What follows belongs to an exercise in optimizing a design on an open flow for small area, a short achievable clock period and few clock cycles; a production flow would make more cautious choices. The RTL of this run was laid out without a check of its function.

<file path="flow/config.mk">
export PLATFORM = sky130hd
export DESIGN_NAME = cpu
export DESIGN_NICKNAME = cpu
export VERILOG_FILES = /design/flow/design.v
export SDC_FILE = /design/flow/constraint.sdc
export NUM_CORES = 4
export LEC_CHECK = 0
export CAP_MARGIN = 20
export CORE_MARGIN = 2
export CORE_UTILIZATION = 40
export PLACE_DENSITY = 0.6
export SETUP_SLACK_MARGIN = 5
export SLEW_MARGIN = 20
</file>
<file path="flow/constraint.sdc">
create_clock -name core_clock -period 8.0 [get_ports {CLK}]
set_input_delay 1.6000 -clock core_clock [delete_from_list [all_inputs] [get_ports {CLK}]]
set_output_delay 1.6000 -clock core_clock [all_outputs]
set_load 0.01 [all_outputs]
</file>
<file path="flow/design.v">
module cpu (
  output [15:0] imem_addr,
  input  [15:0] imem_rdata,
  output [15:0] dmem_addr,
  input  [15:0] dmem_rdata,
  output [15:0] dmem_wdata,
  output        dmem_write,
  input         start,
  input         stop,
  input         CLK,
  input         RSTN
  );
  reg  [15:0] pc;         
  reg         run;        
  reg  [15:0] ir;         
  reg         rv;         
  reg  [15:0] ra, rb;     
  reg         e_st;       
  reg         e_wen;      
  reg         e_mlt;      
  reg         e_ld, e_sgt;
  reg  [2:0]  e_dst;
  reg  [1:0]  mcnt;       
  reg         bprev;      
  reg  [15:0] acc_s, acc_c;   
  reg  [127:0] rf;        
  reg  [7:0]  rvld;       
  wire [1:0] op = ir[15:14];
  wire [2:0] fd = ir[13:11];
  wire [2:0] fs = ir[10:8];
  wire [2:0] ft = ir[7:5];
  wire [4:0] fn = ir[4:0];
  wire [15:0] imm = {{8{ir[7]}}, ir[7:0]};
  wire op0   = (op == 2'b00);
  wire d_st  = op0 & (fd == 3'b000) & (fn == 5'b00000);
  wire d_ld  = op0 & (ft == 3'b000) & (fn == 5'b00001);
  wire d_add = op0 & (fn == 5'b00010);
  wire d_sgt = op0 & (fn == 5'b00100);
  wire d_mlt = op0 & (fn == 5'b00101);
  wire d_li  = (op == 2'b01) & (fs == 3'b000);
  wire d_b   = (op == 2'b10) & (fd == 3'b000) & (fs == 3'b000);
  wire d_bnz = (op == 2'b10) & (fd == 3'b001);
  wire d_bz  = (op == 2'b10) & (fd == 3'b010);
  wire last = (mcnt == 2'd3);
  wire [15:0] sum = ra + rb;
  wire gt = ra > rb;
  wire [15:0] res = e_ld  ? dmem_rdata :
                    e_sgt ? {16{gt}} : sum;
  wire z_add = ((ra ^ rb) == {ra[14:0] | rb[14:0], 1'b0});
  wire z_ex  = e_sgt ? ~gt : z_add;
  wire one0 = rb[0] ^ bprev;
  wire two0 = (rb[1] & ~rb[0] & ~bprev) | (~rb[1] & rb[0] & bprev);
  wire neg0 = rb[1];
  wire one1 = rb[2] ^ rb[1];
  wire two1 = (rb[3] & ~rb[2] & ~rb[1]) | (~rb[3] & rb[2] & rb[1]);
  wire neg1 = rb[3];
  wire [15:0] ra1 = {ra[14:0], 1'b0};
  wire [15:0] pp0 = ({16{one0}} & ra | {16{two0}} & ra1) ^ {16{neg0}};
  wire [15:0] pp1 = {(({14{one1}} & ra[13:0] | {14{two1}} & ra1[13:0]) ^ {14{neg1}}), {2{neg1}}};
  wire first = (mcnt == 2'd0);
  wire [15:0] as = acc_s & {16{~first}};
  wire [15:0] ac = acc_c & {16{~first}};
  wire [15:0] s1 = as ^ ac ^ pp0;
  wire [15:0] c1 = {(as[14:0] & ac[14:0]) | (as[14:0] & pp0[14:0]) | (ac[14:0] & pp0[14:0]), neg0};
  wire [15:0] s2 = s1 ^ c1 ^ pp1;
  wire [15:0] c2 = {(s1[14:0] & c1[14:0]) | (s1[14:0] & pp1[14:0]) | (c1[14:0] & pp1[14:0]), neg1};
  wire [15:0] rf_s = rf[{fs, 4'b0000} +: 16] & {16{rvld[fs]}};
  wire [15:0] rf_t = rf[{ft, 4'b0000} +: 16] & {16{rvld[ft]}};
  wire fwd_s = e_wen & (e_dst == fs);
  wire fwd_t = e_wen & (e_dst == ft);
  wire [15:0] vs = fwd_s ? res : rf_s;
  wire [15:0] vt = fwd_t ? res : rf_t;
  wire zs = fwd_s ? z_ex : (rf_s == 16'h0000);
  wire hazard = (d_bnz | d_bz) & e_wen & e_ld & (e_dst == fs);
  wire taken  = d_b | (d_bnz & ~zs) | (d_bz & zs);
  wire issue  = rv & run & ~e_mlt & ~hazard;
  wire fetch  = ~rv | issue;
  wire [8:0]  lo_t   = {1'b0, pc[7:0]} + {1'b0, ir[7:0]};
  wire [8:0]  lo_i   = {1'b0, pc[7:0]} + 9'd1;
  wire [7:0]  hi_inc = pc[15:8] + 8'd1;
  wire [7:0]  hi_dec = pc[15:8] - 8'd1;
  wire [15:0] pc_inc = {lo_i[8] ? hi_inc : pc[15:8], lo_i[7:0]};
  wire [15:0] target = {(lo_t[8] & ~ir[7]) ? hi_inc :
                        (~lo_t[8] & ir[7]) ? hi_dec : pc[15:8], lo_t[7:0]};
  always @(posedge CLK or negedge RSTN) begin
    if (!RSTN) begin
      pc    <= 16'h0000;
      run   <= 1'b0;
      rv    <= 1'b0;
      e_st  <= 1'b0;
      e_wen <= 1'b0;
      e_mlt <= 1'b0;
      mcnt  <= 2'd0;
      rvld  <= 8'h00;
    end else begin
      if (start)
        run <= 1'b1;
      else if (stop)
        run <= 1'b0;
      if (issue & taken) begin
        pc <= target;
        rv <= 1'b0;
      end else if (fetch) begin
        pc <= pc_inc;
        rv <= 1'b1;
      end
      e_st  <= issue & d_st;
      e_wen <= (issue & (d_ld | d_add | d_sgt | d_li)) | (e_mlt & last);
      e_mlt <= (e_mlt & ~last) | (issue & d_mlt);
      mcnt  <= e_mlt ? mcnt + 2'd1 : 2'd0;
      if (e_wen)
        rvld[e_dst] <= 1'b1;
    end
  end
  always @(posedge CLK) begin
    if (fetch)
      ir <= imem_rdata;
    if (e_mlt) begin
      if (last) begin
        ra <= s2;
        rb <= c2;
      end else begin
        ra <= {ra[11:0], 4'b0000};
        rb <= {4'b0000, rb[15:4]};
      end
      bprev <= rb[3];
      e_ld  <= 1'b0;
      e_sgt <= 1'b0;
    end else begin
      ra    <= d_li ? 16'h0000 : vs;
      rb    <= d_li ? imm : vt;
      bprev <= 1'b0;
      e_ld  <= d_ld;
      e_sgt <= d_sgt;
      e_dst <= fd;
    end
    acc_s <= s2;
    acc_c <= c2;
  end
  genvar i;
  generate
    for (i = 0; i < 8; i = i + 1) begin : g_rf
      always @(posedge CLK) begin
        if (e_wen && e_dst == i)
          rf[16*i +: 16] <= res;
      end
    end
  endgenerate
  assign imem_addr  = pc;
  assign dmem_addr  = ra;
  assign dmem_wdata = rb;
  assign dmem_write = e_st;
endmodule
</file>
<file path="flow/run.sh">
#!/bin/bash
# synth_recipe.tcl (not shown) runs the flow's synth.tcl, then flattens the netlist and writes it again
# the make line also repeats each setting of config.mk as NAME=value (left out here)
make -C /OpenROAD-flow-scripts/flow DESIGN_CONFIG=/design/flow/config.mk WORK_HOME=/design/flow/orfs CLKGATE_MAP_FILE= SYNTH_SCRIPT=/design/flow/synth_recipe.tcl finish
</file>
==> metrics.cfg <==
[die]
ios=85
die_area_um2=39400
initial_core_util_pct=40.4
die_h_um=198
num_rows=71
core-area_um2=37500
die-width_um=198

[timing]
grt_setup_unrepaired=yes
finalMaxSlewViolations=0
fmax_ghz=0.314
final-hold-violation-count=0
finalSetupViolCount=0
post-route-min-period_ns=3.19
fin_crit_sh_pct=39.8
slew_headroom_pct=26.1
finalClockSkew_ns=0.0145
tns_ns=0
worstMarginPinSlew_ns=1.11
layout_setup_ws_ns=4.81

[power_and_ir_drop]
p_leak_uw=0.00753
p_per_area_nw_per_um2=402
ir_worst_vdd_mv=0.199
total_power_uw=8010

[setup_path]
worstPathMaxFanout=6
crit_end=pc[14]
crit_arrival_ns=3.67
crit_path_top_delay_cell=mux4_2
critPathBufInv=2
worst-path-stages=12
path_delay_family=multiplexers
rrSetupSlack_ns=4.81
path_cells=buf_6, buf_12, mux4_2, nor4_4, nand4_1, nand2_2, a41oi_4, nand2_8, mux2i_4, mux2_4, o21ai_2, xnor2_1
r2r-start=ir[8]
rr_worst_depth=12
end_kind=register
critPathKind=register to register
crit_path_start=ir[8]
cp-start-kind=register
r2r_end=pc[14]
crit_required_ns=8.48
crit_path_max_incr_delay_ns=0.58

[clock_tree]
clock_latency_ns=0.56
numCtsBuffers=28
root_buffer=clkbuf_16
cts_tree=yes
htree_levels=1
cts.path.max_buffers=3
hold_buffers=0
clk_pin_slew_ns=0.07
clkSinkCount=245

[finish]
syn2layout_area_growth_pct=31.7
drive_gt1_share_pct=29.8
finalNonFillerCells=2120
fin_util_pct=53.2
layout.nets=1721
nFillCells=3216
final_cell_mix=147 x edfxtp_1, 117 x a21oi_1, 113 x buf_4, 104 x nand2_1, 70 x o21ai_0
layout_commonest_cell=edfxtp_1

[routing]
drc_errors=0
routed-via-count=12700
routed-wl-met3_um=4280
dr.max_layer_used=met4
met1_length_um=20300
drt-initial-drc-count=1222
vias_per_cell=6.00
routed_wl_um=52500
wl_per_cell_um=24.8
wl_met2_um=24900
postRouteAntennaNets=0
dr.pass1.iters=10

[synthesis]
syn-cell-area_um2=15100
synth.distinct_cells=75
syn-num-nets=1545
ys_ff_latch=245
syn_inst=1410
ys_warn_count=1
synthArstFlopShare_pct=12.7
syn_avg_cell_area_um2=10.7
synth-seq-area-share_pct=43.2
synth_edf_count=147
synth_ff_type=edfxtp_1

[grt]
grt_pass1_vias=12400
grt_pass1_wl_um=77800
overflow=0
antenna_found_initial=0
grt_max_degree=46
grt_usage_pct=26.3

[run]
maxCapViolations=0

[hold_path]
hp-class=register to register

[place]
portBuffers=84
detailed_place_hpwl_um=32400
place_congestion=0.887
dp_cells=1922
pre_cts_ws_ns=3.38

[run_status]
status=finished clean

[worst min path at each step]
stage / startpoint / endpoint / depth (start not counted)
floorplan: rb[3] / acc_c[0] / 0
global placement: mcnt[0] / mcnt[0] / 1
detailed placement: mcnt[0] / mcnt[0] / 1
CTS: mcnt[0] / mcnt[0] / 1
global route: mcnt[0] / mcnt[0] / 1
finish: mcnt[0] / mcnt[0] / 1
[metal layers]
layer	GRT usage (%)	vias up
li1	-	5587
met1	34.3	6246
met2	43.6	691
met3	3.58	197
met4	12.4	0
met5	0.128	-
[kinds of logic after synthesis]
group | synth area share [%]
buffers and inverters | 4.80
adder cells (fa/ha/maj) | 9.78
flip-flops | 43.2
AO/OA/AOI/OAI | 14.7
multiplexers | 13.3
XOR/XNOR | 3.30
AND/OR/NAND/NOR | 10.9
[Yosys cell counts, types with 34 or more instances]
| library cell | instances | share of area, % |
|---|---|---|
| o22ai_1 | 38 | 1.6 |
| a21oi_1 | 139 | 4.6 |
| ha_1 | 67 | 5.5 |
| mux2i_1 | 48 | 3.2 |
| mux4_2 | 65 | 9.7 |
| nor2_1 | 55 | 1.4 |
| clkbuf_1 | 67 | 1.7 |
| nand3_1 | 35 | 1.2 |
| dfxtp_1 | 67 | 8.9 |
| nand2_1 | 113 | 2.8 |
| edfxtp_1 | 147 | 29 |
| nor2b_1 | 34 | 1.4 |
| xnor2_1 | 49 | 2.8 |
| inv_1 | 77 | 1.9 |
| o21ai_0 | 98 | 3.2 |
[state kept, by name (all words and copies together) (netlist names), 2 cells and up]
name   cells
rf       128
acc_c     16
acc_s     16
ir        16
pc        16
ra        16
rb        16
rvld       8
e_dst      3
mcnt       2
[report_power, final]
group          total (uW)  switching, uW  internal, uW
registers            2010            246          1760
clock network        1360            550           809
logic                4650           2590          2060
[area by class of cell]
type,instances,area (um^2),share of cell area (%)
inverter,82,430,2.16
clock buffer,29,704,3.53
timing repair inverter,1,11.3,0.0565
timing repair buffer,242,2440,12.3
tap,511,639,3.21
antenna,1,2.50,0.0126
clock inverter,23,278,1.39
sequential,245,6630,33.3
multi-input combinational,986,8790,44.1
[through the flow]
step / cell area, um^2 / hold WS, ns
2_1_floorplan: 15400 / 0.386
3_5_place_dp: 16500 / 0.445
4_1_cts: 19200 / 0.453
5_1_grt: 19900 / 0.513
6_report: 19900 / 0.452
3_3_place_gp: 16500 / 0.440
[repair_timing]
| action | in CTS | in global routing |
|---|---|---|
| cloned | 15 | 1 |
| endpoints found under the setup margin | 264 | 130 |
| setup buffers | 90 | 39 |
| pin swaps | 22 | 47 |
| resized for setup | 253 | 104 |

re-timing with driven ports:
Ports are ideal in the flow. The routed layout listed here was re-timed in OpenROAD. Step 1, drivers: a clkbuf_16 drives CLK and a buf_2 each remaining input, both assumed. Step 2 adds t to the input delays and takes it off the output delays; t is the mean of the earliest and latest rising clock arrival at the registers after step 1. Input paths then give back, and output paths get back, about the clock's delay inside the block. a / b / c = ideal / step 1 / step 2; a / b = the first two.
t (ns): 0.613
slack for setup (ns): 4.815 / 4.815 / 4.815
worst setup path at the end: register to register
After both steps setup and hold are still met in this run. For this run, drivers alone change the setup slack by 0.000 ns; drivers and shift together by 0.000 ns.
